What follows belongs to an exercise in optimizing a design on an open flow for small area and a short achievable clock period; a production flow would make more cautious choices. At most, simulation tests tie the RTL to the original design; equivalence was not proved. The RTL of runs 2 to 5 was laid out without a check of its function. Power figures rest on the tool's default switching activity, not on a simulated workload.

--- flow/config.mk ---
export PLATFORM = sky130hd
export DESIGN_NAME = bist
export DESIGN_NICKNAME = bist
export VERILOG_FILES = /design/flow/design.v
export SDC_FILE = /design/flow/constraint.sdc
export NUM_CORES = 4
export LEC_CHECK = 0
export CAP_MARGIN = 20
export CORE_MARGIN = 2
export CORE_UTILIZATION = 40
export SLEW_MARGIN = 20
--- flow/constraint.sdc ---
create_clock -name core_clock -period 6.0 [get_ports {clk}]
set_input_delay 1.2000 -clock core_clock [delete_from_list [all_inputs] [get_ports {clk}]]
set_output_delay 1.2000 -clock core_clock [all_outputs]
set_load 0.01 [all_outputs]
--- flow/design.v ---
`timescale 1ns/1ps
module counter #(
    parameter length = 10
) (
    input  logic                  clk,
    input  logic                  ld,       
    input  logic                  u_d,      
    input  logic                  cen,      
    input  logic [length-1:0]     d_in,     
    output logic [length-1:0]     q,        
    output logic                  cout      
);
    logic [length-1:0] next_q;
    always_ff @(posedge clk) begin
        if (cen) begin
            if (ld) begin
                q <= d_in;
                cout <= 0;
            end else begin
                if (u_d) begin
                    next_q = q + 1;
                    cout <= (q == {length{1'b1}});
                    q <= next_q;
                end else begin
                    next_q = q - 1;
                    cout <= (q == {length{1'b0}});
                    q <= next_q;
                end
            end
        end
    end
endmodule
`timescale 1ns/1ps
module controller (
    input  logic clk,         
    input  logic rst,         
    input  logic start,       
    input  logic cout,        
    output logic NbarT,       
    output logic ld           
);
    typedef enum logic [1:0] {RESET, TEST} state_t;
    state_t state, next;
    always_ff @(posedge clk or posedge rst) begin
        if (rst)
            state <= RESET;
        else
            state <= next;
    end
    always_comb begin
        NbarT = 0;
        ld = 0;
        case (state)
            RESET: begin
                ld = 1;
                if (start)
                    next = TEST;
                else
                    next = RESET;
            end
            TEST: begin
                NbarT = 1;
                if (cout)
                    next = RESET;
                else
                    next = TEST;
            end
            default: next = RESET;
        endcase
    end
endmodule
`timescale 1ns/1ps
module decoder (
    input  logic [2:0] q,          
    output logic [7:0] data_t      
);
    always_comb begin
        case (q)
            3'b000: data_t = 8'b10101010;
            3'b001: data_t = 8'b01010101;
            3'b010: data_t = 8'b11110000;
            3'b011: data_t = 8'b00001111;
            3'b100: data_t = 8'b00000000;
            3'b101: data_t = 8'b11111111;
            default: data_t = 8'bxxxxxxxx;
        endcase
    end
endmodule
`timescale 1ns/1ps
module comparator (
    input  logic [7:0] data_t,    
    input  logic [7:0] ramout,    
    output logic       gt,        
    output logic       eq,        
    output logic       lt         
);
    always_comb begin
        gt = 0;
        eq = 0;
        lt = 0;
        if (data_t > ramout)
            gt = 1;
        else if (data_t < ramout)
            lt = 1;
        else
            eq = 1;
    end
endmodule
`timescale 1ns/1ps
module multiplexer #(
    parameter WIDTH = 8
) (
    input  logic [WIDTH-1:0] normal_in,
    input  logic [WIDTH-1:0] bist_in,
    input  logic             NbarT,      
    output logic [WIDTH-1:0] out
);
    always_comb begin
        if (NbarT)
            out = bist_in;
        else
            out = normal_in;
    end
endmodule
`timescale 1ns/1ps
module single_port_ram (
    input  logic         clk,
    input  logic         we,          
    input  logic [5:0]   ramaddr,     
    input  logic [7:0]   ramin,       
    output logic [7:0]   ramout       
);
    logic [7:0] ram [0:63];           
    logic [5:0] addr_reg;
    always_ff @(posedge clk) begin
        addr_reg <= ramaddr;
        if (we)
            ram[ramaddr] <= ramin;
    end
    assign ramout = ram[addr_reg];
endmodule
`timescale 1ns/1ps
module bist #(
    parameter size   = 6,   
    parameter length = 8    
)(
    input  logic                 clk,
    input  logic                 rst,
    input  logic                 start,
    input  logic                 csin,
    input  logic                 rwbarin,
    input  logic                 opr,            
    input  logic [size-1:0]      address,
    input  logic [length-1:0]    datain,
    output logic [length-1:0]    dataout,
    output logic                 fail
);
    logic [size-1:0]      bist_addr;
    logic [length-1:0]    bist_data;
    logic [length-1:0]    ramout;
    logic [length-1:0]    ref_data;
    logic [length-1:0]    pattern_latched;
    logic [6:0]           q;
    logic                 cout, NbarT, ld;
    logic                 we_select;
    logic                 eq, gt, lt;
    logic [2:0]           selector;
    counter #(.length(7)) u_counter (
        .clk(clk),
        .ld(ld),
        .u_d(1'b1),
        .cen(1'b1),
        .d_in(7'd0),
        .q(q),
        .cout(cout)
    );
    controller u_controller (
        .clk(clk),
        .rst(rst),
        .start(start),
        .cout(cout),
        .NbarT(NbarT),
        .ld(ld)
    );
    assign selector = (q[6:4] <= 3'b101) ? q[6:4] : 3'b000;
    decoder u_decoder (
        .q(selector),
        .data_t(ref_data)
    );
    always_ff @(posedge clk or posedge rst) begin
        if (rst)
            pattern_latched <= 0;
        else if (NbarT && q[6] == 1'b0 && q[5:0] == 6'd0)
            pattern_latched <= ref_data;
    end
    comparator u_comparator (
        .data_t(pattern_latched),
        .ramout(ramout),
        .gt(gt),
        .eq(eq),
        .lt(lt)
    );
    multiplexer #(.WIDTH(size)) u_addr_mux (
        .normal_in(address),
        .bist_in(q[size-1:0]),
        .NbarT(NbarT),
        .out(bist_addr)
    );
    multiplexer #(.WIDTH(length)) u_data_mux (
        .normal_in(datain),
        .bist_in(pattern_latched),
        .NbarT(NbarT),
        .out(bist_data)
    );
    assign we_select = (NbarT) ? ~q[6] : ~rwbarin;
    single_port_ram u_ram (
        .clk(clk),
        .we(we_select),
        .ramaddr(bist_addr),
        .ramin(bist_data),
        .ramout(ramout)
    );
    assign dataout = ramout;
    always_ff @(posedge clk or posedge rst) begin
    if (rst) begin
        fail <= 0;
    end 
    else if (NbarT && q[6] == 0 && q[5:0] == 6'd0) begin
        fail <= 0;
    end 
    else if (NbarT && opr && q[6] && !eq) begin
        fail <= 1;
    end
    end
endmodule
--- flow/run.sh ---
#!/bin/bash
# synth_recipe.tcl (not shown) runs the flow's synth.tcl, then flattens the netlist and writes it again
# the make line also repeats each setting of config.mk as NAME=value (left out here)
make -C /OpenROAD-flow-scripts/flow DESIGN_CONFIG=/design/flow/config.mk WORK_HOME=/design/flow/orfs CLKGATE_MAP_FILE= SYNTH_SCRIPT=/design/flow/synth_recipe.tcl finish
==> impl_metrics.prom, run 1 <==
# TYPE chip_impl_metric gauge
chip_impl_info{name="outcome",value="timing/DRC/antenna clean"} 1
chip_impl_metric{name="maxCapViolCount",unit=""} 0
chip_impl_metric{name="crit_path_max_incr_delay",unit="ns"} 0.79
chip_impl_metric{name="endpoint_required_time_on_the_critical_path",unit="ns"} 4.80
chip_impl_metric{name="layout-drive-gt1-share",unit="%"} 22.2
chip_impl_metric{name="p_int",unit="mW"} 7.59
chip_impl_metric{name="postCtsSetupBuffers",unit=""} 0
chip_impl_metric{name="io-pin-count",unit=""} 29
chip_impl_metric{name="antenna_violating_nets_post_route",unit=""} 0
chip_impl_metric{name="estimated_wirelength_of_the_detail_placed_design",unit="µm"} 28200
chip_impl_metric{name="postLayoutCellArea",unit="µm²"} 23700
chip_impl_metric{name="holdWs",unit="ns"} 0.399
chip_impl_metric{name="async_flop_share",unit="%"} 1.13
chip_impl_metric{name="grt_max_degree",unit=""} 65
chip_impl_metric{name="die_width",unit="µm"} 233
chip_impl_metric{name="htree_levels",unit=""} 2
chip_impl_metric{name="drt-wirelength-per-cell",unit="µm"} 25.7
chip_impl_metric{name="drc_errors_left",unit=""} 0
chip_impl_metric{name="globalRouteTotalUtil",unit="%"} 17.5
chip_impl_info{name="yosys.area.top_type",value="sky130_fd_sc_hd__edfxtp_1"} 1
chip_impl_metric{name="place_area",unit="µm²"} 22000
chip_impl_metric{name="synth.net_count",unit=""} 1064
chip_impl_metric{name="reg2reg_depth",unit=""} 11
chip_impl_metric{name="power_frac_comb",unit="%"} 28.0
chip_impl_metric{name="clk_latency",unit="ns"} 0.58
chip_impl_metric{name="cp_num_buf_inv",unit=""} 2
chip_impl_metric{name="synth-warning-count",unit=""} 8
chip_impl_info{name="max_stage_delay_cell_worst_path",value="sky130_fd_sc_hd__dfxtp_4"} 1
chip_impl_metric{name="detail_route.wirelength",unit="µm"} 46400
chip_impl_metric{name="cp_data_arrival_time",unit="ns"} 4.03
chip_impl_metric{name="detailedPlace.worstSlack",unit="ns"} 1.41
chip_impl_metric{name="power.share.clock",unit="%"} 28.8
chip_impl_metric{name="routed_via_density",unit=""} 5.64
chip_impl_metric{name="power_switching",unit="mW"} 3.44
chip_impl_info{name="setup.worst_path.start_class",value="flip-flop"} 1
chip_impl_metric{name="power.share.switching",unit="%"} 31.2
chip_impl_metric{name="worst_slew_margin_rel",unit="%"} 27.3
chip_impl_metric{name="setup_ws_final",unit="ns"} 0.767
chip_impl_metric{name="finalMaxSlewViolations",unit=""} 0
chip_impl_metric{name="tightestPinTransition",unit="ns"} 1.09
chip_impl_info{name="grt_setup_unrepaired",value="false"} 1
chip_impl_metric{name="clock_sink_count",unit=""} 532
chip_impl_metric{name="detail_route.iter0.violations",unit=""} 1181
chip_impl_metric{name="holdPathStages",unit=""} 1
chip_impl_info{name="ys_dominant_reg_cell",value="sky130_fd_sc_hd__edfxtp_1"} 1
chip_impl_metric{name="fin_tns_setup",unit="ns"} 0
chip_impl_metric{name="max_clock_freq",unit="MHz"} 191
chip_impl_metric{name="numCtsBuffers",unit=""} 51
chip_impl_metric{name="floorplan.die_area",unit="µm²"} 54100
chip_impl_info{name="timing.hold.worst_endpoint",value="u_controller.state[0]"} 1
chip_impl_metric{name="worst-r2r-setup-slack",unit="ns"} 2.16
chip_impl_info{name="rr_endpoint",value="fail"} 1
chip_impl_metric{name="power.total",unit="mW"} 11.0
chip_impl_metric{name="met3_wire_length",unit="µm"} 2930
chip_impl_metric{name="sequentialPowerShare",unit="%"} 43.2
chip_impl_metric{name="cts.reportedPaths.clkPinSlew",unit="ns"} 0.07
chip_impl_metric{name="synth_cell_types",unit=""} 49
chip_impl_metric{name="number_of_antenna_violations_at_the_first_check_in_global_routing",unit=""} 0
chip_impl_metric{name="synth-seq-cells",unit=""} 532
chip_impl_metric{name="final_util",unit="%"} 46.0
chip_impl_metric{name="clock_tree_skew_after_final_layout",unit="ns"} 0.0121
chip_impl_metric{name="grt_first_pass_wirelength",unit="µm"} 68900
chip_impl_metric{name="stdcell_count",unit=""} 1808
chip_impl_metric{name="area_growth",unit="%"} 13.4
chip_impl_metric{name="synthesized_instance_count",unit=""} 1034
chip_impl_metric{name="post_cts.resized_instances",unit=""} 0
chip_impl_metric{name="min_period",unit="ns"} 5.23
chip_impl_info{name="hold_start",value="u_counter.cout"} 1
chip_impl_metric{name="met2WireLength",unit="µm"} 22000
chip_impl_metric{name="vias_in_the_first_global_route",unit=""} 10200
chip_impl_metric{name="initial_core_util",unit="%"} 40.6
chip_impl_metric{name="count_of_flip_flops_with_a_built_in_enable_after_synthesis",unit=""} 512
chip_impl_metric{name="ctsLongestPathBuffers",unit=""} 3
chip_impl_info{name="cp_delay_by_family_top",value="buffers and inverters"} 1
chip_impl_metric{name="drt-pass1-iter-count",unit=""} 5
chip_impl_metric{name="ctsHoldBuffers",unit=""} 0
chip_impl_metric{name="synth_sequential_area_ratio",unit="%"} 75.7
chip_impl_metric{name="post_synth.cell_area_avg",unit="µm²"} 20.2
chip_impl_metric{name="floorplan.rows",unit=""} 83
chip_impl_metric{name="critical_path.max_fanout",unit=""} 44
chip_impl_info{name="min_path_type",value="flip-flop to flip-flop"} 1
chip_impl_metric{name="hold_viol_final",unit=""} 0
chip_impl_metric{name="grt-ovfl-total",unit=""} 0
chip_impl_metric{name="core_area",unit="µm²"} 51500
chip_impl_info{name="tritoncts",value="done"} 1
chip_impl_metric{name="wl_met1",unit="µm"} 20500
chip_impl_metric{name="final-setup-viol-count",unit=""} 0
chip_impl_metric{name="post-route-period-util",unit="%"} 87.2
chip_impl_metric{name="number_of_antenna_repair_diodes",unit=""} 0
chip_impl_metric{name="synth.top_cell.area_share",unit="%"} 73.6
chip_impl_info{name="clk_root_buffer_cell",value="sky130_fd_sc_hd__clkbuf_16"} 1
chip_impl_metric{name="finalWeightedCongestion",unit=""} 0.789
chip_impl_info{name="top_layer",value="met4"} 1
chip_impl_info{name="criticalPathCategory",value="flip-flop to output pin"} 1
chip_impl_metric{name="floorplan.die.height",unit="µm"} 233
chip_impl_metric{name="power.density_cell_area",unit="nW/µm²"} 466
chip_impl_metric{name="netlist_area",unit="µm²"} 20900
chip_impl_metric{name="critical_path_depth_in_cells",unit=""} 7
chip_impl_metric{name="dr_total_vias",unit=""} 10200
chip_impl_metric{name="place_inst",unit=""} 1716
chip_impl_info{name="cp-end-kind",value="output pin"} 1
chip_impl_info{name="synthTopCellsByArea",value="sky130_fd_sc_hd__edfxtp_1 74%, sky130_fd_sc_hd__mux4_2 14%, sky130_fd_sc_hd__nor2_1 1.4%"} 1
chip_impl_info{name="crit_path_cell_trace",value="buf_4 > mux4_2 > mux2i_1 > mux2i_1 > a21oi_1 > o21ai_0 > clkdlybuf4s50_1"} 1
chip_impl_metric{name="leakagePower",unit="nW"} 7.30
chip_impl_metric{name="final_nets",unit=""} 1119
chip_impl_info{name="cpMostUsedCell",value="sky130_fd_sc_hd__mux2i_1"} 1
chip_impl_metric{name="ir_worst_vdd",unit="mV"} 0.241
chip_impl_metric{name="port_buffer_cells",unit=""} 27
## cells in the mapped netlist, types with 9 or more instances
cell                       count
sky130_fd_sc_hd__nand3_1      12
sky130_fd_sc_hd__ha_1         10
sky130_fd_sc_hd__o221ai_1     11
sky130_fd_sc_hd__mux2_2        9
sky130_fd_sc_hd__a21oi_1      16
sky130_fd_sc_hd__mux4_2      129
sky130_fd_sc_hd__nand2_1      31
sky130_fd_sc_hd__o22ai_1      15
sky130_fd_sc_hd__nor2_1       79
sky130_fd_sc_hd__edfxtp_1    512
sky130_fd_sc_hd__mux2i_1      15
sky130_fd_sc_hd__dfxtp_1      14
sky130_fd_sc_hd__o21ai_0      21
sky130_fd_sc_hd__inv_1        20
sky130_fd_sc_hd__clkbuf_1     16
sky130_fd_sc_hd__buf_2        17
## power by group through the flow
stage                     Sequential, mW  Combinational, mW  Clock [mW]
after floorplan                     4.68               2.07           0
after global placement              4.84               3.07           0
after detailed placement            4.85               3.10           0
after CTS                           4.77               3.11        3.24
after global routing                4.80               3.30        3.38
final                               4.77               3.09        3.18
## how the worst max path moves through the flow
stage,end
after global routing,dataout[5]
after floorplan,u_ram.ram[0][6]
after CTS,dataout[5]
final,dataout[0]
after global placement,dataout[5]
after detailed placement,dataout[5]
## cell usage in the layout, fill, tap and decap left out, drive strengths merged, types with 3 or more instances in the layout
cell           count
edfxtp           512
mux4             129
nor2              79
clkbuf            59
nand2             31
clkdlybuf4s50     27
o21ai             25
buf               24
inv               24
clkinv            22
a21oi             16
mux2i             15
o22ai             15
dfxtp             14
nand3             12
o221ai            11
ha                10
mux2               9
and2               8
nand2b             8
nor2b              6
and3               6
a31oi              6
a211oi             6
bufinv             6
dfrtp              6
a22oi              5
a22o               4
o221a              3
o32ai              3
a21o               3
xnor2              3
or2                3
## kinds of logic (layout without fill, tap and decap cells)
kind of cell               Yosys count  after routing  synth area share [%]
adders and majority gates           10             10                 0.599
and+or+nand+nor                    162            162                  3.49
DFF                                532            532                  75.7
AOI/OAI and AO/OA                  102            102                  3.24
buffers and inverters               70            164                  1.69
xor gates and xnor gates             5              5                 0.210
muxes                              153            153                  15.1
## sequential cells by signal (all words and copies together) (netlist names), named ones only
| name | flops |
|---|---|
| pattern_latched | 4 |
| u_counter.cout | 1 |
| fail | 1 |
| u_controller.state | 1 |
| u_counter.q | 7 |
| u_ram.ram | 512 |
## layout make-up
type	count	area, µm²
Sequential cell	532	15800
Tap cell	680	851
Inverter	21	78.8
Clock inverter	33	318
Timing Repair Buffer	51	475
Clock buffer	59	1330
Fill cell	4304	27800
Multi-Input combinational cell	432	4820
## metal layers
metal  up-vias  track usage [%]
met3        67             2.76
met1      5398             25.8
met2       372             27.3
li1       4369                -
met4         0             4.88
met5         -                0
==> run 2: changes to the inputs <==
==> flow/design.v (replaced) <==
`timescale 1ns/1ps
module bist #(
    parameter size   = 6,
    parameter length = 8
)(
    input  logic                 clk,
    input  logic                 rst,
    input  logic                 start,
    input  logic                 csin,
    input  logic                 rwbarin,
    input  logic                 opr,
    input  logic [size-1:0]      address,
    input  logic [length-1:0]    datain,
    output logic [length-1:0]    dataout,
    output logic                 fail
);
    logic       NbarT;
    logic [6:0] q;
    logic       cout;
    logic       pat;        
    always_ff @(posedge clk or posedge rst) begin
        if (rst)
            NbarT <= 1'b0;
        else if (NbarT)
            NbarT <= ~cout;
        else
            NbarT <= start;
    end
    always_ff @(posedge clk) begin
        if (!NbarT) begin
            q    <= 7'd0;
            cout <= 1'b0;
        end else begin
            q    <= q + 7'd1;
            cout <= (q == 7'd127);
        end
    end
    wire q_zero = (q == 7'd0);
    always_ff @(posedge clk or posedge rst) begin
        if (rst)
            pat <= 1'b0;
        else if (NbarT && q_zero)
            pat <= 1'b1;
    end
    wire [7:0] P = {pat, 1'b0, pat, 1'b0, pat, 1'b0, pat, 1'b0};
    wire [5:0] a  = NbarT ? q[5:0] : address;
    wire       we = NbarT ? ~q[6]  : ~rwbarin;
    wire [7:0] wd = NbarT ? P      : datain;
    logic [7:0] ram [0:63];
    always_ff @(posedge clk) begin
        if (we)
            ram[a] <= wd;
    end
    always_ff @(posedge clk) begin
        dataout <= we ? wd : ram[a];
    end
    always_ff @(posedge clk or posedge rst) begin
        if (rst)
            fail <= 1'b0;
        else if (NbarT && q_zero)
            fail <= 1'b0;
        else if (NbarT && opr && q[6] && (dataout != P))
            fail <= 1'b1;
    end
endmodule
==> run 2 against run 1 <==
Still clean. Wire length up 3.6%. Clock power about the same. Non-clock buffer count rose by 4. Count of clock-buffer cells in the layout rose by 14. Critical path depth stayed put. First-iteration DRC count decreased by 14%. Clock skew is 0.0032 ns higher. Core utilization rose by 0.085 points. Maximum frequency is 1.4% higher. Total power up 4.7%. Combinational power rose by 15%.
==> impl_metrics.prom, run 2 <==
# TYPE chip_impl_metric gauge
chip_impl_info{name="outcome",value="timing/DRC/antenna clean"} 1
chip_impl_info{name="most_used_standard_cells_in_the_synthesized_netlist",value="512 x sky130_fd_sc_hd__edfxtp_1, 107 x sky130_fd_sc_hd__mux4_2, 86 x sky130_fd_sc_hd__nor2_1"} 1
chip_impl_metric{name="htree_levels",unit=""} 2
chip_impl_metric{name="synth-warning-count",unit=""} 1
chip_impl_metric{name="die_width",unit="µm"} 233
chip_impl_metric{name="endpoint_required_time_on_the_critical_path",unit="ns"} 4.80
chip_impl_metric{name="estimated_wirelength_of_the_detail_placed_design",unit="µm"} 29600
chip_impl_metric{name="dr_total_vias",unit=""} 10300
chip_impl_metric{name="floorplan.rows",unit=""} 83
chip_impl_info{name="min_path_type",value="flip-flop to flip-flop"} 1
chip_impl_metric{name="netlist_area",unit="µm²"} 20900
chip_impl_info{name="yosys.area.top_type",value="sky130_fd_sc_hd__edfxtp_1"} 1
chip_impl_metric{name="routed_via_density",unit=""} 5.59
chip_impl_info{name="crit_path_cell_trace",value="buf_4 > nor2_1 > a22oi_1 > nand3_1 > o21ai_0 > a221oi_1 > clkdlybuf4s50_1"} 1
chip_impl_metric{name="power_frac_comb",unit="%"} 30.6
chip_impl_metric{name="antenna_violating_nets_post_route",unit=""} 0
chip_impl_metric{name="filler_cell_count",unit=""} 4356
chip_impl_metric{name="min_period",unit="ns"} 5.16
chip_impl_metric{name="detail_route.wirelength",unit="µm"} 48100
chip_impl_metric{name="post_synth.cell_area_avg",unit="µm²"} 19.9
chip_impl_metric{name="postCtsSetupBuffers",unit=""} 0
chip_impl_metric{name="synth_cell_types",unit=""} 55
chip_impl_metric{name="gr-usage-met3",unit="%"} 3.10
chip_impl_info{name="synthTopCellsByArea",value="sky130_fd_sc_hd__edfxtp_1 73%, sky130_fd_sc_hd__mux4_2 12%, sky130_fd_sc_hd__mux2i_1 2.0%"} 1
chip_impl_metric{name="detail_route.iter0.violations",unit=""} 1016
chip_impl_metric{name="number_of_antenna_violations_at_the_first_check_in_global_routing",unit=""} 1
chip_impl_info{name="layout_commonest_cell",value="sky130_fd_sc_hd__edfxtp_1"} 1
chip_impl_metric{name="sequentialPowerShare",unit="%"} 41.6
chip_impl_metric{name="clock_tree_skew_after_final_layout",unit="ns"} 0.0153
chip_impl_metric{name="count_of_flip_flops_with_a_built_in_enable_after_synthesis",unit=""} 512
chip_impl_metric{name="crit_path_max_incr_delay",unit="ns"} 0.83
chip_impl_info{name="cp_delay_by_family_top",value="compound AO/OA/AOI/OAI gates"} 1
chip_impl_metric{name="cp_num_buf_inv",unit=""} 2
chip_impl_metric{name="floorplan.die.height",unit="µm"} 233
chip_impl_metric{name="drt-pass1-iter-count",unit=""} 5
chip_impl_metric{name="ctsHoldBuffers",unit=""} 0
chip_impl_metric{name="cp_data_arrival_time",unit="ns"} 3.96
chip_impl_metric{name="io-pin-count",unit=""} 29
chip_impl_metric{name="post-route-period-util",unit="%"} 86.1
chip_impl_metric{name="post_cts.resized_instances",unit=""} 0
chip_impl_metric{name="final_nets",unit=""} 1139
chip_impl_metric{name="core_area",unit="µm²"} 51500
chip_impl_metric{name="synthesized_instance_count",unit=""} 1052
chip_impl_metric{name="power.total",unit="mW"} 11.6
chip_impl_metric{name="globalRouteTotalUtil",unit="%"} 18.2
chip_impl_info{name="grt_setup_unrepaired",value="false"} 1
chip_impl_metric{name="drt-wirelength-per-cell",unit="µm"} 26.1
chip_impl_metric{name="synth_sequential_area_ratio",unit="%"} 75.2
chip_impl_metric{name="clock_sink_count",unit=""} 529
chip_impl_info{name="setup.worst_path.start_class",value="flip-flop"} 1
chip_impl_metric{name="power.share.clock",unit="%"} 27.8
chip_impl_metric{name="synth.net_count",unit=""} 1074
chip_impl_metric{name="gr_layer_usage_met1",unit="%"} 24.9
chip_impl_metric{name="grt_max_degree",unit=""} 65
chip_impl_metric{name="area_growth",unit="%"} 13.4
chip_impl_metric{name="ir_worst_vdd",unit="mV"} 0.267
chip_impl_metric{name="maxCapViolCount",unit=""} 0
chip_impl_info{name="largest-register",value="ram"} 1
chip_impl_metric{name="global_route.usage.met2",unit="%"} 29.5
chip_impl_info{name="max_stage_delay_cell_worst_path",value="sky130_fd_sc_hd__a221oi_1"} 1
chip_impl_metric{name="initial_core_util",unit="%"} 40.6
chip_impl_info{name="final_cell_mix",value="512 x sky130_fd_sc_hd__edfxtp_1, 107 x sky130_fd_sc_hd__mux4_2, 86 x sky130_fd_sc_hd__nor2_1"} 1
chip_impl_info{name="clk_root_buffer_cell",value="sky130_fd_sc_hd__clkbuf_16"} 1
chip_impl_info{name="globalRoute.busiestLayer",value="met2"} 1
chip_impl_metric{name="drc_errors_left",unit=""} 0
chip_impl_metric{name="ctsLongestPathBuffers",unit=""} 3
chip_impl_metric{name="number_of_antenna_repair_diodes",unit=""} 0
chip_impl_info{name="tritoncts",value="done"} 1
chip_impl_metric{name="stdcell_count",unit=""} 1840
chip_impl_metric{name="numCtsBuffers",unit=""} 54
chip_impl_metric{name="synth-seq-cells",unit=""} 529
chip_impl_metric{name="power_switching",unit="mW"} 3.73
chip_impl_metric{name="layout-drive-gt1-share",unit="%"} 20.2
chip_impl_metric{name="tightestPinTransition",unit="ns"} 1.03
chip_impl_info{name="reg.largest.list",value="ram: 512 flops, q: 7 flops"} 1
chip_impl_metric{name="worst_slew_margin_rel",unit="%"} 31.2
chip_impl_metric{name="critical_path.max_fanout",unit=""} 16
chip_impl_metric{name="finalWeightedCongestion",unit=""} 0.818
chip_impl_metric{name="hold_viol_final",unit=""} 0
chip_impl_metric{name="place_inst",unit=""} 1741
chip_impl_info{name="yosys.cell_count.top_type",value="sky130_fd_sc_hd__edfxtp_1"} 1
chip_impl_metric{name="fin_tns_setup",unit="ns"} 0
chip_impl_metric{name="finalMaxSlewViolations",unit=""} 0
chip_impl_metric{name="floorplan.die_area",unit="µm²"} 54200
chip_impl_metric{name="max_clock_freq",unit="MHz"} 194
chip_impl_metric{name="p_int",unit="mW"} 7.82
chip_impl_metric{name="grt_first_pass_wirelength",unit="µm"} 70800
chip_impl_metric{name="async_flop_share",unit="%"} 0.567
chip_impl_metric{name="cts.reportedPaths.clkPinSlew",unit="ns"} 0.06
chip_impl_metric{name="synth.top_cell.area_share",unit="%"} 73.5
chip_impl_metric{name="port_buffer_cells",unit=""} 27
chip_impl_info{name="criticalPathCategory",value="flip-flop to output pin"} 1
chip_impl_metric{name="clk_latency",unit="ns"} 0.60
chip_impl_metric{name="power.density_cell_area",unit="nW/µm²"} 487
chip_impl_metric{name="power.share.switching",unit="%"} 32.3
chip_impl_info{name="cp-end-kind",value="output pin"} 1
chip_impl_metric{name="grt-ovfl-total",unit=""} 0
chip_impl_metric{name="leakagePower",unit="nW"} 7.53
chip_impl_metric{name="final-setup-viol-count",unit=""} 0
chip_impl_info{name="hold_start",value="cout"} 1
chip_impl_metric{name="number_of_flip_flops_under_the_largest_register_name",unit=""} 512
chip_impl_info{name="ys_dominant_reg_cell",value="sky130_fd_sc_hd__edfxtp_1"} 1
chip_impl_metric{name="vias_in_the_first_global_route",unit=""} 10500
## run 2: routing by layer
| layer | share of wire [%] | vias to the layer above |
|---|---|---|
| li1 | - | 4425 |
| met2 | 49 | 327 |
| met5 | 0.023 | - |
| met4 | 3.0 | 2 |
| met1 | 42 | 5434 |
| met3 | 6.0 | 93 |
## run 2: per-stage QoR
stage / util (%) / setup WS [ns] / area, µm² / hold WS (ns)
2_1_floorplan: - / 1.55 / 20900 / 0.386
3_3_place_gp: 42.8 / 1.41 / 22100 / 0.398
3_5_place_dp: 42.8 / 1.40 / 22100 / 0.415
4_1_cts: 46.1 / 0.764 / 23700 / 0.416
5_1_grt: 46.1 / 0.545 / 23700 / 0.428
6_report: 46.1 / 0.837 / 23700 / 0.426
## run 2: logic make-up (layout without fill, tap and decap cells)
| family | after synthesis | count (layout) | synth area share [%] |
|---|---|---|---|
| XOR/XNOR | 5 | 5 | 0.209 |
| AND/OR/NAND/NOR | 207 | 207 | 4.40 |
| flip-flops | 529 | 529 | 75.2 |
| adder cells (fa/ha/maj) | 2 | 2 | 0.120 |
| AO/OA/AOI/OAI | 76 | 76 | 2.55 |
| multiplexers | 171 | 171 | 15.6 |
| buffers and inverters | 62 | 170 | 2.00 |
## run 2: worst paths after layout
path                         endpoint  slack (ns)  cells past startpoint
max                        dataout[1]        0.84                      7
min reg2reg                     NbarT        0.43                      1
max in group asynchronous       NbarT        5.07                      2
max reg2reg                      fail        2.33                      9
min in group asynchronous         pat        0.78                      2
min                             NbarT        0.43                      1
## run 2: layout make-up
type | count | area, µm² | share of cell area (%)
flip-flops and latches | 529 | 15700 | 66.3
well taps | 680 | 851 | 3.59
inverters | 16 | 60.1 | 0.253
clock inverters | 26 | 189 | 0.796
repair buffers | 55 | 543 | 2.29
multi-input cells | 461 | 4860 | 20.5
clock buffers | 73 | 1490 | 6.26
## run 2: power by group through the flow
stage	registers, mW	clock network (mW)	logic [mW]
2_1_floorplan	4.74	0	2.37
3_3_place_gp	4.87	0	3.52
3_5_place_dp	4.88	0	3.56
4_1_cts	4.80	3.27	3.57
5_1_grt	4.83	3.40	3.75
6_report	4.80	3.21	3.54
## run 2: worst register-to-register path: cells and delay by family (launching register included)
family | cells | cell delay (ns)
compound gates | 4 | 1.22
buf+inv | 1 | 0.37
flops | 1 | 0.55
mux | 1 | 0.55
simple gates | 3 | 0.81
==> run 3: changes to the inputs <==
--- a/flow/design.v
+++ b/flow/design.v
@@ -47,11 +47,24 @@
     wire       we = NbarT ? ~q[6]  : ~rwbarin;
     wire [7:0] wd = NbarT ? P      : datain;
-    logic [7:0] ram [0:63];
-    always_ff @(posedge clk) begin
-        if (we)
-            ram[a] <= wd;
+    logic [63:0] sel;
+    logic [7:0]  mem [64];
+    logic [7:0]  rd;
+    always_comb begin
+        for (int r = 0; r < 64; r++)
+            sel[r] = (a == r[5:0]);
+    end
+    for (genvar r = 0; r < 64; r++) begin : g_word
+        always_ff @(posedge clk) begin
+            if (we && sel[r])
+                mem[r] <= wd;
+        end
+    end
+    always_comb begin
+        rd = 8'd0;
+        for (int r = 0; r < 64; r++)
+            rd = rd | (mem[r] & {8{sel[r]}});
     end
     always_ff @(posedge clk) begin
-        dataout <= we ? wd : ram[a];
+        dataout <= we ? wd : rd;
     end
     always_ff @(posedge clk or posedge rst) begin
--- a/flow/config.mk
+++ b/flow/config.mk
@@ -9,3 +9,4 @@
 export CORE_MARGIN = 2
 export CORE_UTILIZATION = 40
+export SETUP_SLACK_MARGIN = 3.0
 export SLEW_MARGIN = 20
==> run 3 against run 2 <==
Still clean. Flip-flop and latch count increased by 2. Total power grew 7.2%. Via count grew 49%. Clock power grew 5%. Count of clock-buffer cells in the layout up 9. Global-route usage increased by 14 points. Combinational power up 21%. Core utilization is 5.0 points higher. Area after synthesis fell by 0.92%. Maximum frequency grew 58%. Non-clock buffer count rose by 165. Critical path type is now flip-flop to flip-flop. Largest cell class unchanged.
==> impl_metrics.prom, run 3 <==
# TYPE chip_impl_metric gauge
chip_impl_metric{name="post_synth.cell_area_avg",unit="µm²"} 15.9
chip_impl_metric{name="antenna_violating_nets_post_route",unit=""} 0
chip_impl_metric{name="count_of_flip_flops_with_a_built_in_enable_after_synthesis",unit=""} 512
chip_impl_metric{name="post_synthesis_xor_xnor_area_fraction",unit="%"} 0.169
chip_impl_metric{name="filler_cell_count",unit=""} 4169
chip_impl_metric{name="io-pin-count",unit=""} 29
chip_impl_info{name="min_path_type",value="flip-flop to flip-flop"} 1
chip_impl_metric{name="detail_route.wirelength",unit="µm"} 85300
chip_impl_metric{name="post_synth_and_or_nand_nor_area_fraction",unit="%"} 8.95
chip_impl_info{name="outcome",value="timing/DRC/antenna clean"} 1
chip_impl_metric{name="estimated_wirelength_of_the_detail_placed_design",unit="µm"} 53900
chip_impl_info{name="ys_dominant_reg_cell",value="sky130_fd_sc_hd__edfxtp_1"} 1
chip_impl_metric{name="grt_max_degree",unit=""} 66
chip_impl_metric{name="clock_sink_count",unit=""} 531
chip_impl_metric{name="critical_path.max_fanout",unit=""} 12
chip_impl_metric{name="finalWeightedCongestion",unit=""} 0.989
chip_impl_info{name="criticalPathCategory",value="flip-flop to flip-flop"} 1
chip_impl_metric{name="clock_tree_skew_after_final_layout",unit="ns"} 0.0262
chip_impl_metric{name="synth-seq-cells",unit=""} 531
chip_impl_metric{name="maxCapViolCount",unit=""} 0
chip_impl_info{name="yosys.cell_count.top_type",value="sky130_fd_sc_hd__edfxtp_1"} 1
chip_impl_metric{name="leakagePower",unit="nW"} 8.43
chip_impl_metric{name="multi_input_comb_area",unit="µm²"} 5780
chip_impl_metric{name="number_of_flip_flops_under_the_largest_register_name",unit=""} 512
chip_impl_metric{name="power_switching",unit="mW"} 4.56
chip_impl_info{name="synth_top_family_by_area",value="compound AO/OA/AOI/OAI gates"} 1
chip_impl_metric{name="number_of_antenna_violations_at_the_first_check_in_global_routing",unit=""} 1
chip_impl_metric{name="layout-drive-gt1-share",unit="%"} 29.8
chip_impl_metric{name="netlist_area",unit="µm²"} 20700
chip_impl_metric{name="min_period",unit="ns"} 3.27
chip_impl_metric{name="initial_core_util",unit="%"} 40.4
chip_impl_metric{name="power.share.clock",unit="%"} 27.3
chip_impl_metric{name="numCtsBuffers",unit=""} 53
chip_impl_metric{name="port_buffer_cells",unit=""} 27
chip_impl_metric{name="final-setup-viol-count",unit=""} 0
chip_impl_metric{name="detail_route.iter0.violations",unit=""} 2665
chip_impl_metric{name="floorplan.die_area",unit="µm²"} 53700
chip_impl_metric{name="ctsLongestPathBuffers",unit=""} 3
chip_impl_metric{name="grt-ovfl-total",unit=""} 0
chip_impl_metric{name="power.density_cell_area",unit="nW/µm²"} 473
chip_impl_metric{name="grt_first_pass_wirelength",unit="µm"} 116000
chip_impl_metric{name="p_int",unit="mW"} 7.83
chip_impl_metric{name="synth_cell_types",unit=""} 71
chip_impl_info{name="synthTopCellsByArea",value="sky130_fd_sc_hd__edfxtp_1 74%, sky130_fd_sc_hd__a22oi_1 4.5%, sky130_fd_sc_hd__a22o_1 1.6%"} 1
chip_impl_metric{name="floorplan.die.height",unit="µm"} 232
chip_impl_info{name="most_used_standard_cells_in_the_synthesized_netlist",value="512 x sky130_fd_sc_hd__edfxtp_1, 125 x sky130_fd_sc_hd__a22oi_1, 75 x sky130_fd_sc_hd__nor2_1"} 1
chip_impl_metric{name="cts.reportedPaths.clkPinSlew",unit="ns"} 0.06
chip_impl_metric{name="synth.net_count",unit=""} 1324
chip_impl_info{name="setup.worst_path.start_class",value="flip-flop"} 1
chip_impl_info{name="tritoncts",value="done"} 1
chip_impl_metric{name="detailedPlace.worstSlack",unit="ns"} 1.03
chip_impl_metric{name="drc_errors_left",unit=""} 0
chip_impl_metric{name="synth.area.mux_share",unit="%"} 0.0483
chip_impl_metric{name="htree_levels",unit=""} 2
chip_impl_metric{name="met2WireLength",unit="µm"} 35800
chip_impl_metric{name="clk_latency",unit="ns"} 0.64
chip_impl_metric{name="cp_data_arrival_time",unit="ns"} 3.74
chip_impl_metric{name="synth_fa_ha_area_share",unit="%"} 0.121
chip_impl_metric{name="wl_met1",unit="µm"} 29000
chip_impl_metric{name="drt-wirelength-per-cell",unit="µm"} 38.2
chip_impl_metric{name="async_flop_share",unit="%"} 0.565
chip_impl_metric{name="area_growth",unit="%"} 26.4
chip_impl_metric{name="core_area",unit="µm²"} 51300
chip_impl_metric{name="dr_total_vias",unit=""} 15300
chip_impl_metric{name="die_width",unit="µm"} 232
chip_impl_metric{name="routed_via_density",unit=""} 6.87
chip_impl_metric{name="ir_worst_vdd",unit="mV"} 0.233
chip_impl_info{name="reg.largest.list",value="mem: 512 flops, dataout: 8 flops, q: 7 flops"} 1
chip_impl_metric{name="synth-warning-count",unit=""} 2
chip_impl_metric{name="endpoint_required_time_on_the_critical_path",unit="ns"} 6.48
chip_impl_metric{name="ctsHoldBuffers",unit=""} 0
chip_impl_metric{name="drt-pass1-iter-count",unit=""} 6
chip_impl_metric{name="globalRouteTotalUtil",unit="%"} 31.7
chip_impl_metric{name="synth_sequential_area_ratio",unit="%"} 76.0
chip_impl_info{name="clk_root_buffer_cell",value="sky130_fd_sc_hd__clkbuf_16"} 1
chip_impl_metric{name="post-route-period-util",unit="%"} 54.4
chip_impl_metric{name="max_clock_freq",unit="MHz"} 306
chip_impl_metric{name="met3_wire_length",unit="µm"} 12900
chip_impl_metric{name="synthesized_instance_count",unit=""} 1302
chip_impl_metric{name="synth.top_cell.area_share",unit="%"} 74.1
chip_impl_metric{name="sequentialPowerShare",unit="%"} 38.1
chip_impl_metric{name="fin_tns_setup",unit="ns"} 0
chip_impl_info{name="largest-register",value="mem"} 1
chip_impl_metric{name="power.share.switching",unit="%"} 36.8
chip_impl_metric{name="power_frac_comb",unit="%"} 34.6
chip_impl_metric{name="synth_compound_area_share",unit="%"} 12.9
chip_impl_metric{name="finalMaxSlewViolations",unit=""} 0
chip_impl_metric{name="setup_ws_final",unit="ns"} 2.73
chip_impl_info{name="top_layer",value="met5"} 1
chip_impl_metric{name="vias_in_the_first_global_route",unit=""} 14400
chip_impl_info{name="yosys.area.top_type",value="sky130_fd_sc_hd__edfxtp_1"} 1
chip_impl_metric{name="floorplan.rows",unit=""} 83
chip_impl_metric{name="hold_viol_final",unit=""} 0
chip_impl_metric{name="final_nets",unit=""} 1532
chip_impl_metric{name="combined_flip_flop_and_latch_cell_area",unit="µm²"} 15800
chip_impl_info{name="grt_setup_unrepaired",value="true"} 1
chip_impl_info{name="cp-end-kind",value="flip-flop"} 1
chip_impl_metric{name="worst_slew_margin_rel",unit="%"} 22.6
chip_impl_info{name="final_cell_mix",value="512 x sky130_fd_sc_hd__edfxtp_1, 160 x sky130_fd_sc_hd__buf_4, 115 x sky130_fd_sc_hd__a22oi_1"} 1
chip_impl_info{name="layout_commonest_cell",value="sky130_fd_sc_hd__edfxtp_1"} 1
chip_impl_metric{name="tightestPinTransition",unit="ns"} 1.15
[run 3: cell type report]
type / instances / area share, %
timing repair buffer: 220 / 7.72
clock buffer: 82 / 5.79
multi-input combinational: 694 / 22.0
sequential: 531 / 60.2
antenna: 2 / 0.0191
clock inverter: 16 / 0.817
inverter: 10 / 0.158
tap: 680 / 3.25
[run 3: metrics by stage]
step | power [mW] | std cells | hold WS (ns) | cell area [µm²] | utilization, %
floorplan | 6.42 | 1302 | 0.386 | 21100 | -
global placement | 8.03 | 2035 | 0.398 | 22700 | 44.2
detailed placement | 8.06 | 2037 | 0.400 | 22700 | 44.2
CTS | 12.0 | 2211 | 0.421 | 25800 | 50.3
global route | 12.5 | 2233 | 0.473 | 26200 | 51.1
finish | 12.4 | 2235 | 0.430 | 26200 | 51.1
[run 3: cells by family after synthesis]
group           after synthesis
flops                       531
compound gates              345
simple gates                341
buf+inv                      78
xor+xnor                      4
fa+ha+maj                     2
mux                           1
[run 3: timing repair]
item                       CTS  global route
gates cloned                 2             0
setup endpoints to repair  514            58
setup buffers               74            22
gates resized for setup    188            42
pin swaps                   41            19
[run 3: worst paths after layout]
check	startpoint	cells past startpoint	slack [ns]	to
worst max-delay path	NbarT	9	2.73	dataout[6]
worst min-delay path	cout	1	0.43	NbarT
worst max register to register	NbarT	9	2.73	dataout[6]
worst min register to register	cout	1	0.43	NbarT
max in group asynchronous	rst	2	5.11	NbarT
min in group asynchronous	rst	2	0.74	fail
[run 3: layer usage]
metal  vias up  global-route usage [%]
met3       412                    12.1
met5         -                       0
met4         2                    21.8
met2      1499                    45.7
met1      7600                    39.4
li1       5831                       -
[run 3: worst max-delay path: stages (launching register included)]
cell and delay, ns:
sky130_fd_sc_hd__dfrtp_4 0.54, sky130_fd_sc_hd__buf_12 0.17, sky130_fd_sc_hd__and3b_2 0.28, sky130_fd_sc_hd__buf_12 0.15
sky130_fd_sc_hd__o22ai_4 0.23, sky130_fd_sc_hd__buf_6 0.17, sky130_fd_sc_hd__o22ai_1 0.11, sky130_fd_sc_hd__or4_4 0.56
sky130_fd_sc_hd__or4_4 0.52, sky130_fd_sc_hd__o32a_1 0.38
[run 3: power by group through the flow]
stage          sequential (mW)  combinational [mW]  clock [mW]
2_1_floorplan             4.71                1.72           0
3_3_place_gp              4.77                3.26           0
3_5_place_dp              4.78                3.28           0
4_1_cts                   4.71                3.88        3.38
5_1_grt                   4.73                4.26        3.53
6_report                  4.72                4.29        3.38
==> run 4: changes to the inputs <==
--- a/flow/config.mk
+++ b/flow/config.mk
@@ -9,4 +9,3 @@
 export CORE_MARGIN = 2
 export CORE_UTILIZATION = 40
-export SETUP_SLACK_MARGIN = 3.0
 export SLEW_MARGIN = 20
==> run 4 against run 3 <==
Still clean. Register-to-register slack got worse by 1.1 ns. Core utilization fell by 3.7 points. Cell area fell by 7.2%. Global-route usage fell by 1.3 points. Area after synthesis did not move. Flip-flop and latch count did not move. Largest cell class unchanged.
==> impl_metrics.prom, run 4 <==
# TYPE chip_impl_metric gauge
chip_impl_metric{name="critical_path.max_fanout",unit=""} 7
chip_impl_metric{name="post_cts.resized_instances",unit=""} 0
chip_impl_metric{name="finalMaxSlewViolations",unit=""} 0
chip_impl_metric{name="synth.top_cell.area_share",unit="%"} 74.1
chip_impl_metric{name="synth.net_count",unit=""} 1324
chip_impl_info{name="setup.worst_path.start_class",value="primary input"} 1
chip_impl_metric{name="dr_total_vias",unit=""} 14600
chip_impl_metric{name="ir_worst_vdd",unit="mV"} 0.192
chip_impl_info{name="cp-end-kind",value="flip-flop"} 1
chip_impl_metric{name="post-route-period-util",unit="%"} 76.8
chip_impl_metric{name="async_flop_share",unit="%"} 0.565
chip_impl_info{name="grt_setup_unrepaired",value="false"} 1
chip_impl_metric{name="drt-wirelength-per-cell",unit="µm"} 37.7
chip_impl_metric{name="estimated_wirelength_of_the_detail_placed_design",unit="µm"} 53700
chip_impl_metric{name="clk_latency",unit="ns"} 0.62
chip_impl_metric{name="grt_first_pass_wirelength",unit="µm"} 111000
chip_impl_metric{name="max_clock_freq",unit="MHz"} 217
chip_impl_metric{name="routed_via_density",unit=""} 6.79
chip_impl_metric{name="drc_errors_left",unit=""} 0
chip_impl_metric{name="grt_max_degree",unit=""} 66
chip_impl_info{name="final_cell_mix",value="512 x sky130_fd_sc_hd__edfxtp_1, 125 x sky130_fd_sc_hd__a22oi_1, 117 x sky130_fd_sc_hd__buf_4"} 1
chip_impl_metric{name="ctsLongestPathBuffers",unit=""} 3
chip_impl_metric{name="numCtsBuffers",unit=""} 52
chip_impl_metric{name="grt-ovfl-total",unit=""} 0
chip_impl_metric{name="synth-warning-count",unit=""} 2
chip_impl_info{name="tritoncts",value="done"} 1
chip_impl_metric{name="min_period",unit="ns"} 4.61
chip_impl_metric{name="cp_data_arrival_time",unit="ns"} 5.12
chip_impl_metric{name="count_of_flip_flops_with_a_built_in_enable_after_synthesis",unit=""} 512
chip_impl_metric{name="drt-pass1-iter-count",unit=""} 7
chip_impl_metric{name="synth.area.mux_share",unit="%"} 0.0483
chip_impl_metric{name="power.density_cell_area",unit="nW/µm²"} 468
chip_impl_info{name="crit_path_start",value="address[5]"} 1
chip_impl_metric{name="post_synth_and_or_nand_nor_area_fraction",unit="%"} 8.95
chip_impl_metric{name="netlist_area",unit="µm²"} 20700
chip_impl_info{name="synth_top_family_by_area",value="compound AO/OA/AOI/OAI gates"} 1
chip_impl_metric{name="synthesized_instance_count",unit=""} 1302
chip_impl_metric{name="number_of_antenna_violations_at_the_first_check_in_global_routing",unit=""} 3
chip_impl_metric{name="globalRouteTotalUtil",unit="%"} 30.4
chip_impl_info{name="outcome",value="timing/DRC/antenna clean"} 1
chip_impl_metric{name="final_util",unit="%"} 47.4
chip_impl_info{name="yosys.area.top_type",value="sky130_fd_sc_hd__edfxtp_1"} 1
chip_impl_metric{name="detail_route.iter0.violations",unit=""} 2914
chip_impl_metric{name="post_synthesis_xor_xnor_area_fraction",unit="%"} 0.169
chip_impl_metric{name="hold_viol_final",unit=""} 0
chip_impl_metric{name="floorplan.die.height",unit="µm"} 232
chip_impl_info{name="ys_dominant_reg_cell",value="sky130_fd_sc_hd__edfxtp_1"} 1
chip_impl_metric{name="area_growth",unit="%"} 17.3
chip_impl_metric{name="synth_fa_ha_area_share",unit="%"} 0.121
chip_impl_info{name="yosys.cell_count.top_type",value="sky130_fd_sc_hd__edfxtp_1"} 1
chip_impl_metric{name="synth-seq-cells",unit=""} 531
chip_impl_metric{name="ctsHoldBuffers",unit=""} 0
chip_impl_metric{name="finalWeightedCongestion",unit=""} 0.985
chip_impl_info{name="worstReg2RegStart",value="NbarT"} 1
chip_impl_metric{name="core_area",unit="µm²"} 51300
chip_impl_metric{name="leakagePower",unit="nW"} 7.72
chip_impl_metric{name="final-setup-viol-count",unit=""} 0
chip_impl_info{name="reg.largest.list",value="mem: 512 flops, dataout: 8 flops, q: 7 flops"} 1
chip_impl_info{name="criticalPathCategory",value="primary input to flip-flop"} 1
chip_impl_metric{name="synth_sequential_area_ratio",unit="%"} 76.0
chip_impl_info{name="clk_root_buffer_cell",value="sky130_fd_sc_hd__clkbuf_16"} 1
chip_impl_metric{name="floorplan.rows",unit=""} 83
chip_impl_metric{name="cts.reportedPaths.clkPinSlew",unit="ns"} 0.07
chip_impl_metric{name="synth_cell_types",unit=""} 71
chip_impl_info{name="min_path_type",value="flip-flop to flip-flop"} 1
chip_impl_metric{name="setup_ws_final",unit="ns"} 1.39
chip_impl_info{name="layout_commonest_cell",value="sky130_fd_sc_hd__edfxtp_1"} 1
chip_impl_metric{name="post_synth.cell_area_avg",unit="µm²"} 15.9
chip_impl_info{name="synthTopCellsByArea",value="sky130_fd_sc_hd__edfxtp_1 74%, sky130_fd_sc_hd__a22oi_1 4.5%, sky130_fd_sc_hd__a22o_1 1.6%"} 1
chip_impl_info{name="most_used_standard_cells_in_the_synthesized_netlist",value="512 x sky130_fd_sc_hd__edfxtp_1, 125 x sky130_fd_sc_hd__a22oi_1, 75 x sky130_fd_sc_hd__nor2_1"} 1
chip_impl_metric{name="fin_tns_setup",unit="ns"} 0
chip_impl_metric{name="maxCapViolCount",unit=""} 0
chip_impl_metric{name="port_buffer_cells",unit=""} 27
chip_impl_metric{name="detailedPlace.worstSlack",unit="ns"} 1.01
chip_impl_metric{name="initial_core_util",unit="%"} 40.4
chip_impl_info{name="hold_start",value="cout"} 1
chip_impl_metric{name="layout-drive-gt1-share",unit="%"} 16.4
chip_impl_metric{name="antenna_violating_nets_post_route",unit=""} 0
chip_impl_metric{name="floorplan.die_area",unit="µm²"} 53700
chip_impl_metric{name="number_of_flip_flops_under_the_largest_register_name",unit=""} 512
chip_impl_metric{name="worst_slew_margin_rel",unit="%"} 14.2
chip_impl_metric{name="clock_tree_skew_after_final_layout",unit="ns"} 0.0260
chip_impl_metric{name="endpoint_required_time_on_the_critical_path",unit="ns"} 6.52
chip_impl_metric{name="clock_sink_count",unit=""} 531
chip_impl_metric{name="die_width",unit="µm"} 232
chip_impl_metric{name="synth_compound_area_share",unit="%"} 12.9
chip_impl_metric{name="htree_levels",unit=""} 2
chip_impl_metric{name="postCtsSetupBuffers",unit=""} 0
chip_impl_info{name="largest-register",value="mem"} 1
chip_impl_metric{name="vias_in_the_first_global_route",unit=""} 13700
chip_impl_metric{name="tightestPinTransition",unit="ns"} 1.29
chip_impl_metric{name="detail_route.wirelength",unit="µm"} 81200
chip_impl_metric{name="final_nets",unit=""} 1457
chip_impl_metric{name="io-pin-count",unit=""} 29
## run 4: power breakdown
part | total, mW | switching (mW) | internal [mW] | leakage [nW]
clock network | 3.28 | 1.42 | 1.87 | 0.811
registers | 4.70 | 0.140 | 4.56 | 4.77
logic | 3.41 | 2.58 | 0.835 | 2.15
## run 4: final timing paths
path,end,slack [ns],depth (start not counted)
worst max-delay path,dataout[4],1.39,9
worst min-delay path,NbarT,0.41,1
worst max register to register,dataout[4],1.59,7
worst min register to register,NbarT,0.41,1
max in group asynchronous,NbarT,5.08,2
min in group asynchronous,pat,0.76,2
## run 4: cell type report
cell class	count	area [µm²]
repair buffers	147	1180
well taps	680	851
multi-input cells	693	4810
clock buffers	67	1410
clock inverters	26	270
inverters	10	37.5
fillers	4363	27000
flip-flops and latches	531	15800
diodes	1	2.50
## run 4: cells by family (layout without fill, tap and decap cells)
group,Yosys count,after routing
buffers and inverters,78,250
xor gates and xnor gates,4,4
adders and majority gates,2,2
other,0,1
muxes,1,1
AOI/OAI and AO/OA,345,345
and+or+nand+nor,341,341
DFF,531,531
## run 4: worst max-delay path, stage by stage
cell	delay, ns
sky130_fd_sc_hd__clkdlybuf4s50_1	0.53
sky130_fd_sc_hd__nor3b_1	0.20
sky130_fd_sc_hd__buf_4	0.21
sky130_fd_sc_hd__o22ai_1	0.87
sky130_fd_sc_hd__nor2_1	0.52
sky130_fd_sc_hd__a221oi_1	0.56
sky130_fd_sc_hd__nand4_1	0.22
sky130_fd_sc_hd__or4_1	0.44
sky130_fd_sc_hd__o32a_1	0.36
## run 4: per-stage QoR
step / total power [mW] / cell area, µm² / hold WS (ns) / cells
6_report: 11.4 / 24300 / 0.411 / 2155
5_1_grt: 11.6 / 24300 / 0.431 / 2154
4_1_cts: 11.2 / 24300 / 0.418 / 2152
3_5_place_dp: 7.99 / 22600 / 0.403 / 2059
3_3_place_gp: 7.96 / 22600 / 0.396 / 2057
2_1_floorplan: 6.33 / 20700 / 0.386 / 1302
## run 4: per-layer routing
layer	up-vias	part of all wire [%]	track usage, %
li1	5669	-	-
met1	7213	35	39.1
met2	1413	42	44.2
met3	335	15	10.3
met4	2	7.8	18.9
met5	-	0.016	0
==> run 5: changes to the inputs <==
--- a/flow/design.v
+++ b/flow/design.v
@@ -47,25 +47,47 @@
     wire       we = NbarT ? ~q[6]  : ~rwbarin;
     wire [7:0] wd = NbarT ? P      : datain;
-    logic [63:0] sel;
-    logic [7:0]  mem [64];
-    logic [7:0]  rd;
-    always_comb begin
-        for (int r = 0; r < 64; r++)
-            sel[r] = (a == r[5:0]);
+    logic       pw;
+    logic [5:0] pa;
+    logic [7:0] pd;
+    always_ff @(posedge clk) begin
+        pw <= we;
+        pa <= a;
+        pd <= wd;
     end
+    logic [7:0] mem [64];
     for (genvar r = 0; r < 64; r++) begin : g_word
         always_ff @(posedge clk) begin
-            if (we && sel[r])
-                mem[r] <= wd;
+            if (pw && pa == r[5:0])
+                mem[r] <= pd;
         end
     end
+    logic [15:0] lsel;
     always_comb begin
-        rd = 8'd0;
-        for (int r = 0; r < 64; r++)
-            rd = rd | (mem[r] & {8{sel[r]}});
+        for (int l = 0; l < 16; l++)
+            lsel[l] = (a[3:0] == l[3:0]);
+    end
+    wire lhit = pw && (pa[3:0] == a[3:0]);
+    logic [7:0] cand [4];
+    logic [1:0] hsel;
+    for (genvar j = 0; j < 4; j++) begin : g_cand
+        logic [7:0] rd;
+        always_comb begin
+            rd = 8'd0;
+            for (int l = 0; l < 16; l++)
+                rd = rd | (mem[j*16 + l] & {8{lsel[l]}});
+        end
+        always_ff @(posedge clk) begin
+            if (we)
+                cand[j] <= wd;
+            else if (lhit && pa[5:4] == j[1:0])
+                cand[j] <= pd;
+            else
+                cand[j] <= rd;
+        end
     end
     always_ff @(posedge clk) begin
-        dataout <= we ? wd : rd;
+        hsel <= a[5:4];
     end
+    assign dataout = cand[hsel];
     always_ff @(posedge clk or posedge rst) begin
         if (rst)
--- a/flow/config.mk
+++ b/flow/config.mk
@@ -9,3 +9,4 @@
 export CORE_MARGIN = 2
 export CORE_UTILIZATION = 40
+export SETUP_SLACK_MARGIN = 3.0
 export SLEW_MARGIN = 20
==> run 5 against run 4 <==
Die area is 8.5% higher. Critical path type is now flip-flop to output pin. Clock power rose by 2%. Sequential power increased by 1%. Still clean on timing, DRC and antenna. Setup slack better by 1.5 ns. Critical path depth fell by 5. Clock skew fell by 0.016 ns. Highest routed layer unchanged.
==> impl_metrics.prom, run 5 <==
# TYPE chip_impl_metric gauge
chip_impl_info{name="outcome",value="timing/DRC/antenna clean"} 1
chip_impl_metric{name="grt-ovfl-total",unit=""} 0
chip_impl_metric{name="min_period",unit="ns"} 3.13
chip_impl_info{name="final_cell_mix",value="512 x sky130_fd_sc_hd__edfxtp_1, 99 x sky130_fd_sc_hd__nor2_1, 83 x sky130_fd_sc_hd__o21ai_0"} 1
chip_impl_metric{name="clock_sink_count",unit=""} 570
chip_impl_metric{name="synth-seq-cells",unit=""} 570
chip_impl_metric{name="cts.reportedPaths.clkPinSlew",unit="ns"} 0.06
chip_impl_metric{name="grt_first_pass_wirelength",unit="µm"} 107000
chip_impl_metric{name="synth.net_count",unit=""} 1554
chip_impl_metric{name="number_of_flip_flops_under_the_largest_register_name",unit=""} 512
chip_impl_metric{name="area_growth",unit="%"} 15.7
chip_impl_info{name="synthTopCellsByArea",value="sky130_fd_sc_hd__edfxtp_1 68%, sky130_fd_sc_hd__dfxtp_1 4.9%, sky130_fd_sc_hd__a22oi_1 2.2%"} 1
chip_impl_metric{name="tightestPinTransition",unit="ns"} 1.19
chip_impl_metric{name="port_buffer_cells",unit=""} 27
chip_impl_metric{name="cp_data_arrival_time",unit="ns"} 1.93
chip_impl_metric{name="htree_levels",unit=""} 2
chip_impl_metric{name="netlist_area",unit="µm²"} 22500
chip_impl_metric{name="detail_route.iter0.violations",unit=""} 2620
chip_impl_metric{name="p_int",unit="mW"} 7.63
chip_impl_metric{name="worst_slew_margin_rel",unit="%"} 20.1
chip_impl_metric{name="grt_max_degree",unit=""} 69
chip_impl_metric{name="sequentialPowerShare",unit="%"} 40.2
chip_impl_metric{name="post_synth.cell_area_avg",unit="µm²"} 14.7
chip_impl_metric{name="finalWeightedCongestion",unit=""} 0.914
chip_impl_metric{name="routed_via_density",unit=""} 6.40
chip_impl_metric{name="die_width",unit="µm"} 241
chip_impl_metric{name="floorplan.die.height",unit="µm"} 241
chip_impl_metric{name="core_area",unit="µm²"} 55400
chip_impl_info{name="criticalPathCategory",value="flip-flop to output pin"} 1
chip_impl_metric{name="maxCapViolCount",unit=""} 0
chip_impl_metric{name="critical_path.max_fanout",unit=""} 5
chip_impl_metric{name="synth_fa_ha_area_share",unit="%"} 0.111
chip_impl_metric{name="globalRouteTotalUtil",unit="%"} 25.9
chip_impl_metric{name="power_frac_comb",unit="%"} 31.6
chip_impl_info{name="synth_top_family_by_area",value="compound AO/OA/AOI/OAI gates"} 1
chip_impl_metric{name="clock_tree_skew_after_final_layout",unit="ns"} 0.0100
chip_impl_info{name="most_used_standard_cells_in_the_synthesized_netlist",value="512 x sky130_fd_sc_hd__edfxtp_1, 109 x sky130_fd_sc_hd__nor2_1, 83 x sky130_fd_sc_hd__o21ai_0"} 1
chip_impl_metric{name="floorplan.rows",unit=""} 86
chip_impl_metric{name="layout-drive-gt1-share",unit="%"} 16.7
chip_impl_info{name="layout_commonest_cell",value="sky130_fd_sc_hd__edfxtp_1"} 1
chip_impl_metric{name="finalMaxSlewViolations",unit=""} 0
chip_impl_metric{name="power.total",unit="mW"} 11.8
chip_impl_metric{name="drt-pass1-iter-count",unit=""} 6
chip_impl_metric{name="estimated_wirelength_of_the_detail_placed_design",unit="µm"} 43800
chip_impl_metric{name="detail_route.wirelength",unit="µm"} 75600
chip_impl_metric{name="post_synth_and_or_nand_nor_area_fraction",unit="%"} 7.83
chip_impl_metric{name="async_flop_share",unit="%"} 0.526
chip_impl_metric{name="synth_compound_area_share",unit="%"} 12.8
chip_impl_metric{name="post-route-period-util",unit="%"} 52.2
chip_impl_metric{name="synth_cell_types",unit=""} 76
chip_impl_metric{name="setup_ws_final",unit="ns"} 2.87
chip_impl_info{name="yosys.area.top_type",value="sky130_fd_sc_hd__edfxtp_1"} 1
chip_impl_info{name="grt_setup_unrepaired",value="true"} 1
chip_impl_metric{name="initial_core_util",unit="%"} 40.7
chip_impl_metric{name="floorplan.die_area",unit="µm²"} 58200
chip_impl_metric{name="io-pin-count",unit=""} 29
chip_impl_info{name="reg.largest.list",value="mem: 512 flops, cand: 32 flops, pd: 8 flops"} 1
chip_impl_metric{name="hold_viol_final",unit=""} 0
chip_impl_metric{name="number_of_antenna_repair_diodes",unit=""} 0
chip_impl_metric{name="final-setup-viol-count",unit=""} 0
chip_impl_metric{name="ctsLongestPathBuffers",unit=""} 3
chip_impl_metric{name="number_of_antenna_violations_at_the_first_check_in_global_routing",unit=""} 3
chip_impl_metric{name="ir_worst_vdd",unit="mV"} 0.217
chip_impl_info{name="clk_root_buffer_cell",value="sky130_fd_sc_hd__clkbuf_16"} 1
chip_impl_info{name="tritoncts",value="done"} 1
chip_impl_metric{name="power.share.clock",unit="%"} 28.2
chip_impl_metric{name="synth-warning-count",unit=""} 3
chip_impl_metric{name="max_clock_freq",unit="MHz"} 319
chip_impl_metric{name="final_nets",unit=""} 1629
chip_impl_metric{name="vias_in_the_first_global_route",unit=""} 14400
chip_impl_metric{name="count_of_flip_flops_with_a_built_in_enable_after_synthesis",unit=""} 512
-- run 5: path summary, 6_finish.rpt --
| path | start | endpoint | slack (ns) | cells after the start |
|---|---|---|---|---|
| setup / recovery | hsel[1] | dataout[3] | 2.87 | 4 |
| hold / removal | cout | NbarT | 0.42 | 1 |
| setup reg to reg | NbarT | cand[1][3] | 2.98 | 9 |
| hold reg to reg | cout | NbarT | 0.42 | 1 |
| max in group asynchronous | rst | NbarT | 5.11 | 2 |
| min in group asynchronous | rst | pat | 0.74 | 2 |
-- run 5: power groups by stage --
stage | Combinational [mW] | Clock [mW] | Sequential [mW]
after floorplan | 1.92 | 0 | 4.76
after global placement | 3.21 | 0 | 4.83
after detailed placement | 3.23 | 0 | 4.84
after CTS | 3.49 | 3.34 | 4.75
after global routing | 3.84 | 3.49 | 4.77
final | 3.73 | 3.34 | 4.76
-- run 5: through the flow --
stage	hold slack, ns	area (µm²)	util, %
after floorplan	0.384	22500	-
after global placement	0.399	23700	42.9
after detailed placement	0.404	23800	42.9
after CTS	0.408	25900	46.7
after global routing	0.453	26100	47.0
final	0.416	26100	47.0
-- run 5: timing repair --
item | 4_1_cts | 5_1_grt
buffers inserted | 17 | 14
hold buffers | 0 | 0
cloned | 4 | 2
resized for setup | 108 | 23
endpoints found under the setup margin | 139 | 32
pin swaps | 4 | 4
-- run 5: final cells by class --
type	count	area, µm²
fill	4773	29300
multi-input combinational	837	5620
inverter	18	76.3
clock inverter	28	165
timing repair buffer	123	1170
clock buffer	74	1530
sequential	570	16600
tap	748	936
-- run 5: kinds of logic (layout without fill, tap and decap cells) --
kind of cell | Yosys count | count (layout)
XOR/XNOR | 9 | 9
flip-flops | 570 | 570
adder cells (fa/ha/maj) | 2 | 2
buffers and inverters | 129 | 243
multiplexers | 51 | 52
AO/OA/AOI/OAI | 405 | 405
AND/OR/NAND/NOR | 366 | 369
-- run 5: worst max-delay path: stages (launching register included) --
cell	delay, ns
sky130_fd_sc_hd__dfxtp_4	0.40
sky130_fd_sc_hd__buf_6	0.10
sky130_fd_sc_hd__buf_6	0.08
sky130_fd_sc_hd__mux4_2	0.57
sky130_fd_sc_hd__buf_6	0.16
-- run 5: routing by layer --
metal / vias to the layer above / global-route usage (%) / part of all wire [%]
li1: 6272 / - / -
met1: 7718 / 35.7 / 39
met2: 1106 / 38.8 / 44
met3: 235 / 6.67 / 13
met4: 6 / 11.3 / 5.0
met5: - / 0 / 0.050

[port drivers added, routing unchanged]
The flow's constraints put no driver on any port. The routed layouts listed below were extracted and timed again, unchanged, in two steps.
Step 1: set_driving_cell puts a clkbuf_16 on clk and a buf_2 on each other input, an assumption about the parent block.
Step 2 adds t to the input delays and takes it off the output delays; t is the mean of the earliest and latest rising clock arrival at the registers after step 1. Input paths then give back, and output paths get back, about the clock's delay inside the block.
Three values: ideal, step 1, step 2; two values: the first two.
run | t, ns | setup WS [ns] | worst hold slack (ns)
run 1 | 0.625 | 0.767 / 0.715 / 1.341 | 0.399 / 0.399 / 0.399
run 2 | 0.653 | 0.837 / 0.780 / 1.432 | 0.426 / 0.426 / 0.426
run 3 | 0.685 | 2.734 / 2.734 / 2.091 | 0.430 / 0.430 / 0.430
run 4 | 0.668 | 1.395 / 1.424 / 0.756 | 0.411 / 0.411 / 0.411
run 5 | 0.681 | 2.866 / 2.802 / 2.318 | 0.416 / 0.416 / 0.416
After both steps setup and hold are still met in every run listed. For run 3, which loses most, drivers alone change the setup slack by 0.000 ns; drivers and shift together by -0.643 ns.
